This is an optimization exercise on Yosys and OpenROAD, whose aim is small area, not a production implementation. Where RTL was checked, it was by simulation tests only, not by an equivalence proof against the original.

## main
Design TOP_WATCH_STOP_WATCH, start of the top module:
module TOP_WATCH_STOP_WATCH(
    input clk,
    input reset,
    input RX,
    input btn_run_stop, btn_clear, btn_mode,
    output TX,
    output [3:0] fnd_com,
    output [7:0] fnd_font,
    output tx_busy
);
    wire t0, baud_tick, ph1, ph3, scan_tick, scan_next, tick_10ms, tick_min;
    wire [1:0] sel;
    time_base U_TIME (
        .clk(clk), .reset(reset), .t0(t0), .baud_tick(baud_tick), .ph1(ph1), .ph3(ph3),
        .scan_tick(scan_tick), .scan_next(scan_next), .sel(sel)
    );
    div11 U_DIV11 (.clk(clk), .reset(reset), .t0(t0), .tick(tick_10ms));
    div1860 U_DIV1860 (.clk(clk), .reset(reset), .t0(t0), .tick(tick_min));
    wire p_rs, p_cl, p_md;
    debounce U_DB_RS (.clk(clk), .reset(reset), .en(scan_tick), .show(scan_next), .i_btn(btn_run_stop), .o_btn(p_rs));
    debounce U_DB_CL (.clk(clk), .reset(reset), .en(scan_tick), .show(scan_next), .i_btn(btn_clear), .o_btn(p_cl));
  ...
Size: ~540 cells after synthesis, about 110 flip-flops, roughly 20 I/O pins, ~4500 µm² of cells after synthesis.
==> module TOP_WATCH_STOP_WATCH, before the edit <==
module TOP_WATCH_STOP_WATCH(
    input clk,
    input reset,
    input RX,
    input btn_run_stop, btn_clear, btn_mode,
    output TX,
    output [3:0] fnd_com,
    output [7:0] fnd_font,
    output tx_busy
);
    wire t0, baud_tick, ph1, ph3, scan_tick, scan_next, tick_10ms, tick_min;
    wire [1:0] sel;
    time_base U_TIME (
        .clk(clk), .reset(reset), .t0(t0), .baud_tick(baud_tick), .ph1(ph1), .ph3(ph3),
        .scan_tick(scan_tick), .scan_next(scan_next), .sel(sel)
    );
    div11 U_DIV11 (.clk(clk), .reset(reset), .t0(t0), .tick(tick_10ms));
    div1860 U_DIV1860 (.clk(clk), .reset(reset), .t0(t0), .tick(tick_min));
    wire p_rs, p_cl, p_md;
    debounce U_DB_RS (.clk(clk), .reset(reset), .en(scan_tick), .show(scan_next), .i_btn(btn_run_stop), .o_btn(p_rs));
    debounce U_DB_CL (.clk(clk), .reset(reset), .en(scan_tick), .show(scan_next), .i_btn(btn_clear), .o_btn(p_cl));
    debounce U_DB_MD (.clk(clk), .reset(reset), .en(scan_tick), .show(scan_next), .i_btn(btn_mode), .o_btn(p_md));
    wire [2:0] bst, ust;
    mode_fsm U_BTN_FSM (.clk(clk), .reset(reset), .ev(1'b1), .r(p_rs), .m(p_md), .c(p_cl), .st(bst));
    wire cmd;
    wire [7:0] rx_data;
    wire rx_done;
    uart_rx_lite U_RX (.clk(clk), .reset(reset), .baud_tick(baud_tick), .ph1(ph1), .ph3(ph3),
        .RX(RX), .data(rx_data), .done(rx_done), .cmd(cmd));
    uart_tx_lite U_TX (.clk(clk), .reset(reset), .baud_tick(baud_tick), .start(rx_done),
        .data(rx_data), .TX(TX), .busy(tx_busy));
    wire u_r = (rx_data == 8'h72);
    wire u_m = (rx_data == 8'h6d);
    wire u_c = (rx_data == 8'h63);
    mode_fsm U_UART_FSM (.clk(clk), .reset(reset), .ev(cmd), .r(cmd & u_r), .m(cmd & u_m), .c(cmd & u_c), .st(ust));
    wire f_mode = bst[2] | ust[2];
    wire f_run  = bst[1] | ust[1];
    wire f_clear = bst[0] | ust[0];
    wire sw_tick;
    sw_div U_SW_DIV (.clk(clk), .reset(reset), .run(f_run & f_mode), .tick(sw_tick));
    wire [14:0] sw_v, ck_v;
    bcd6000 U_SW (.clk(clk), .reset(reset), .clr(f_clear), .inc(sw_tick), .v(sw_v));
    bcd6000 U_CK (.clk(clk), .reset(reset), .clr(1'b0), .inc(tick_10ms), .v(ck_v));
    wire [6:0] mn_v;
    minutes U_MIN (.clk(clk), .reset(reset), .inc(tick_min), .v(mn_v));
    display U_DISP (.sel(sel), .f_mode(f_mode), .f_run(f_run), .sw(sw_v), .ck(ck_v), .mn(mn_v),
        .fnd_com(fnd_com), .fnd_font(fnd_font));
endmodule
==> module time_base, before the edit <==
module time_base (
    input clk, input reset,
    output t0, output baud_tick, output ph1, output ph3,
    output scan_tick, output scan_next, output reg [1:0] sel
);
    reg [1:0] j4, m3;
    assign t0 = m3[1] & m3[0];
    wire even = ~(j4[1] ^ j4[0]);
    assign baud_tick = ~j4[1] & ~j4[0] & ~t0;
    assign ph1 = ~j4[1] & j4[0];
    assign ph3 = j4[1] & ~j4[0];
    assign scan_tick = ~m3[1] & m3[0] & even;
    assign scan_next = m3[1] & ~m3[0] & ~even;
    always @(posedge clk) begin
        if (reset) begin
            j4 <= 2'b00;
            m3 <= 2'b11;
        end else begin
            j4 <= {j4[0], ~j4[1]};
            m3 <= {m3[0], ~(m3[1] | m3[0])};
        end
    end
    always @(posedge clk, posedge reset) begin
        if (reset) sel <= 2'b00;
        else if (scan_tick) sel <= {sel[0], ~sel[1]};
    end
endmodule
==> module div1860, before the edit <==
module div1860 (input clk, input reset, input t0, output tick);
    localparam [10:0] S = 11'b01101101010;
    reg [10:0] s;
    wire at = (s == S);
    assign tick = at & ~t0;
    always @(posedge clk) begin
        if (reset) s <= S;
        else s <= {s[9:0], s[10] ^ s[1] ^ at};
    end
endmodule
==> flow/config.mk <==
export PLATFORM = sky130hd
export DESIGN_NAME = TOP_WATCH_STOP_WATCH
export DESIGN_NICKNAME = TOP_WATCH_STOP_WATCH
export VERILOG_FILES = /design/flow/design.v
export SDC_FILE = /design/flow/constraint.sdc
export NUM_CORES = 4
export LEC_CHECK = 0
export CAP_MARGIN = 20
export CORE_MARGIN = 2
export CORE_UTILIZATION = 40
export SLEW_MARGIN = 20
==> flow/constraint.sdc <==
create_clock -name core_clock -period 200.0 [get_ports {clk}]
set_input_delay 40.0000 -clock core_clock [delete_from_list [all_inputs] [get_ports {clk}]]
set_output_delay 40.0000 -clock core_clock [all_outputs]
set_load 0.01 [all_outputs]
standard.sh (not shown) runs the stock make flow with config.mk's settings and CLKGATE_MAP_FILE= SYNTH_SCRIPT=/design/flow/synth_recipe.tcl, a recipe that flattens the netlist after the stock synthesis.
==> flow/flow/run.sh <==
#!/bin/bash
# Standard ORFS layout with three changes: synthesis maps the logic with several
# area-oriented ABC scripts and keeps the smallest result (registers are mapped
# before ABC runs, as in the standard synthesis, so they are the same); ports
# are buffered with buf_1; and clock tree synthesis uses clkbuf_8 without
# dummy loads. make's full output goes to flow_make.log; each
# ORFS step also keeps its own log under orfs/logs.
set -euo pipefail
W=$(pwd)
F=$W/flow
export MY_ABC_SCRIPTS="$F/ds1.abc $F/ds2.abc $F/ds3.abc $F/ds4.abc $F/ds5.abc $F/ds6.abc"
bash "$W/standard.sh" "SYNTH_SCRIPT=$F/synth.tcl" "ADDER_MAP_FILE=" \
  "BUFFER_PORTS_ARGS=-buffer_cell sky130_fd_sc_hd__buf_1" \
  "CTS_ARGS=-sink_clustering_enable -repair_clock_nets -buf_list sky130_fd_sc_hd__clkbuf_8 -dont_use_dummy_load" \
  finish > "$W/flow_make.log" 2>&1
==> flow/flow/ds1.abc <==
strash; &get -n; &deepsyn -S 1 -T 15; &put; dch; amap
==> flow/flow/ds2.abc <==
strash; &get -n; &deepsyn -S 2 -T 15; &put; dch; amap
==> flow/flow/ds3.abc <==
strash; &get -n; &deepsyn -S 3 -T 15; &put; dch; amap
==> flow/flow/ds4.abc <==
strash; &get -n; &deepsyn -S 4 -T 15; &put; dch; amap
==> flow/flow/ds5.abc <==
strash; &get -n; &deepsyn -S 5 -T 15; &put; dch; amap
==> flow/flow/ds6.abc <==
strash; &get -n; &deepsyn -S 6 -T 15; &put; dch; amap
==> flow/flow/synth.tcl <==
proc synth {args} { yosys synth -nofsm -noshare {*}$args }
# Map the logic with each ABC script in MY_ABC_SCRIPTS and keep the smallest
# result. Registers are mapped before ABC runs, so every try has the same ones.
proc abc {args} {
  set i [lsearch -exact $args -script]
  if {$i < 0 || ![info exists ::env(MY_ABC_SCRIPTS)] || $::env(MY_ABC_SCRIPTS) eq ""} {
    yosys abc {*}$args
    return
  }
  design -save pre_abc
  set best_area -1
  set n 0
  foreach scr $::env(MY_ABC_SCRIPTS) {
    incr n
    design -load pre_abc
    yosys abc {*}[lreplace $args [expr {$i + 1}] [expr {$i + 1}] $scr]
    set f [file join $::env(OBJECTS_DIR) abc_try_$n.txt]
    tee -q -o $f stat {*}$::lib_args
    set fh [open $f r]
    set txt [read $fh]
    close $fh
    if {[regexp {Chip area for module '[^']*': ([0-9.]+)} $txt -> area]} {
      puts "ABC try $n ($scr): area $area"
      if {$best_area < 0 || $area < $best_area} {
        set best_area $area
        design -save best_abc
      }
    }
  }
  design -load best_abc
  puts "ABC best area $best_area"
}
source $::env(SCRIPTS_DIR)/synth.tcl
# left out here: clear keep_hierarchy, flatten, clean up, hide names made inside functions, write 1_2_yosys.v
#### Input delta (the feature branch over main)
diff --git a/flow/design.v b/flow/design.v
--- a/flow/design.v
+++ b/flow/design.v
@@ -6,20 +6,20 @@
     input btn_run_stop, btn_clear, btn_mode,
     output TX,
     output [3:0] fnd_com,
     output [7:0] fnd_font,
     output tx_busy
 );
-    wire t0, baud_tick, ph1, ph3, scan_tick, scan_next, tick_10ms, tick_min;
+    wire t0, q12, baud_tick, ph1, ph3, scan_tick, scan_next, tick_10ms, tick_min;
     wire [1:0] sel;
     time_base U_TIME (
-        .clk(clk), .reset(reset), .t0(t0), .baud_tick(baud_tick), .ph1(ph1), .ph3(ph3),
+        .clk(clk), .reset(reset), .t0(t0), .q12(q12), .baud_tick(baud_tick), .ph1(ph1), .ph3(ph3),
         .scan_tick(scan_tick), .scan_next(scan_next), .sel(sel)
     );
     div11 U_DIV11 (.clk(clk), .reset(reset), .t0(t0), .tick(tick_10ms));
-    div1860 U_DIV1860 (.clk(clk), .reset(reset), .t0(t0), .tick(tick_min));
+    div1860 U_DIV1860 (.clk(clk), .reset(reset), .q12(q12), .tick(tick_min));
     wire p_rs, p_cl, p_md;
     debounce U_DB_RS (.clk(clk), .reset(reset), .en(scan_tick), .show(scan_next), .i_btn(btn_run_stop), .o_btn(p_rs));
     debounce U_DB_CL (.clk(clk), .reset(reset), .en(scan_tick), .show(scan_next), .i_btn(btn_clear), .o_btn(p_cl));
     debounce U_DB_MD (.clk(clk), .reset(reset), .en(scan_tick), .show(scan_next), .i_btn(btn_mode), .o_btn(p_md));
     wire [2:0] bst, ust;
     mode_fsm U_BTN_FSM (.clk(clk), .reset(reset), .ev(1'b1), .r(p_rs), .m(p_md), .c(p_cl), .st(bst));
@@ -46,19 +46,20 @@
     minutes U_MIN (.clk(clk), .reset(reset), .inc(tick_min), .v(mn_v));
     display U_DISP (.sel(sel), .f_mode(f_mode), .f_run(f_run), .sw(sw_v), .ck(ck_v), .mn(mn_v),
         .fnd_com(fnd_com), .fnd_font(fnd_font));
 endmodule
 module time_base (
     input clk, input reset,
-    output t0, output baud_tick, output ph1, output ph3,
+    output t0, output q12, output baud_tick, output ph1, output ph3,
     output scan_tick, output scan_next, output reg [1:0] sel
 );
     reg [1:0] j4, m3;
     assign t0 = m3[1] & m3[0];
     wire even = ~(j4[1] ^ j4[0]);
     assign baud_tick = ~j4[1] & ~j4[0] & ~t0;
+    assign q12 = ~j4[1] & ~j4[0] & ~m3[1] & m3[0];    
     assign ph1 = ~j4[1] & j4[0];
     assign ph3 = j4[1] & ~j4[0];
     assign scan_tick = ~m3[1] & m3[0] & even;
     assign scan_next = m3[1] & ~m3[0] & ~even;
     always @(posedge clk) begin
         if (reset) begin
@@ -80,20 +81,24 @@
     assign tick = at & ~t0;
     always @(posedge clk) begin
         if (reset) s <= 4'b1001;
         else s <= {s[2:0], s[3] ^ s[0] ^ at};
     end
 endmodule
-module div1860 (input clk, input reset, input t0, output tick);
-    localparam [10:0] S = 11'b01101101010;
-    reg [10:0] s;
-    wire at = (s == S);
-    assign tick = at & ~t0;
-    always @(posedge clk) begin
-        if (reset) s <= S;
-        else s <= {s[9:0], s[10] ^ s[1] ^ at};
+module div1860 (input clk, input reset, input q12, output tick);
+    reg [2:0] m5;
+    reg [4:0] l31;
+    assign tick = q12 & (m5 == 3'b000) & (l31 == 5'b00001);
+    always @(posedge clk) begin
+        if (reset) begin
+            m5 <= 3'b000;
+            l31 <= 5'b00001;
+        end else begin
+            m5 <= {m5[1], m5[0], ~(m5[2] | m5[1])};
+            l31 <= {l31[3:0], l31[4] ^ l31[2]};
+        end
     end
 endmodule
 module sw_div (input clk, input reset, input run, output tick);
     reg [3:0] s;
     assign tick = (s == 4'b1001);
     always @(posedge clk) begin
- The feature branch reached the end of the flow, and the finished layout is clean on the timing, DRC and antenna checks.
- Post-CTS resize count came out exactly the same in the feature branch and main.
- Diff the feature branch and main: total area of multi-input combinational cells lower in the feature branch
- Across both runs, worst reg2reg path depth was higher for the feature branch than for main.
- Hold slack delta for the feature branch relative to main: 0.014 ns lower
- Met1 capacity usage during global routing: the feature branch vs main down 0.56 points
Function not checked in main: the RTL went through the layout flow alone.

what the ideal ports hide:
How much do the figures lean on ideal ports? The routed layouts below were timed once more, with nothing changed but the port constraints. Step 1, drivers: a clkbuf_16 drives clk and a buf_2 each remaining input, both assumed. Step 2 adds t to the input delays and takes it off the output delays; t is the mean of the earliest and latest rising clock arrival at the registers after step 1. Input paths then give back, and output paths get back, about the clock's delay inside the block. a / b / c = no drivers / after step 1 / after step 2; a / b = the first two.
| run | t, ns | slack for setup (ns) | hold slack, ns | worst setup path after step 2 | worst data-port slew with drivers (ns) |
|---|---|---|---|---|---|
| main | 0.384 | 156.378 / 156.346 / 156.729 | 0.420 / 0.420 / 0.420 | register to output | 0.03 |
| the feature branch | 0.386 | 156.872 / 156.841 / 157.227 | 0.405 / 0.405 / 0.405 | register to output | 0.03 |
After both steps setup and hold are still met in every run listed.
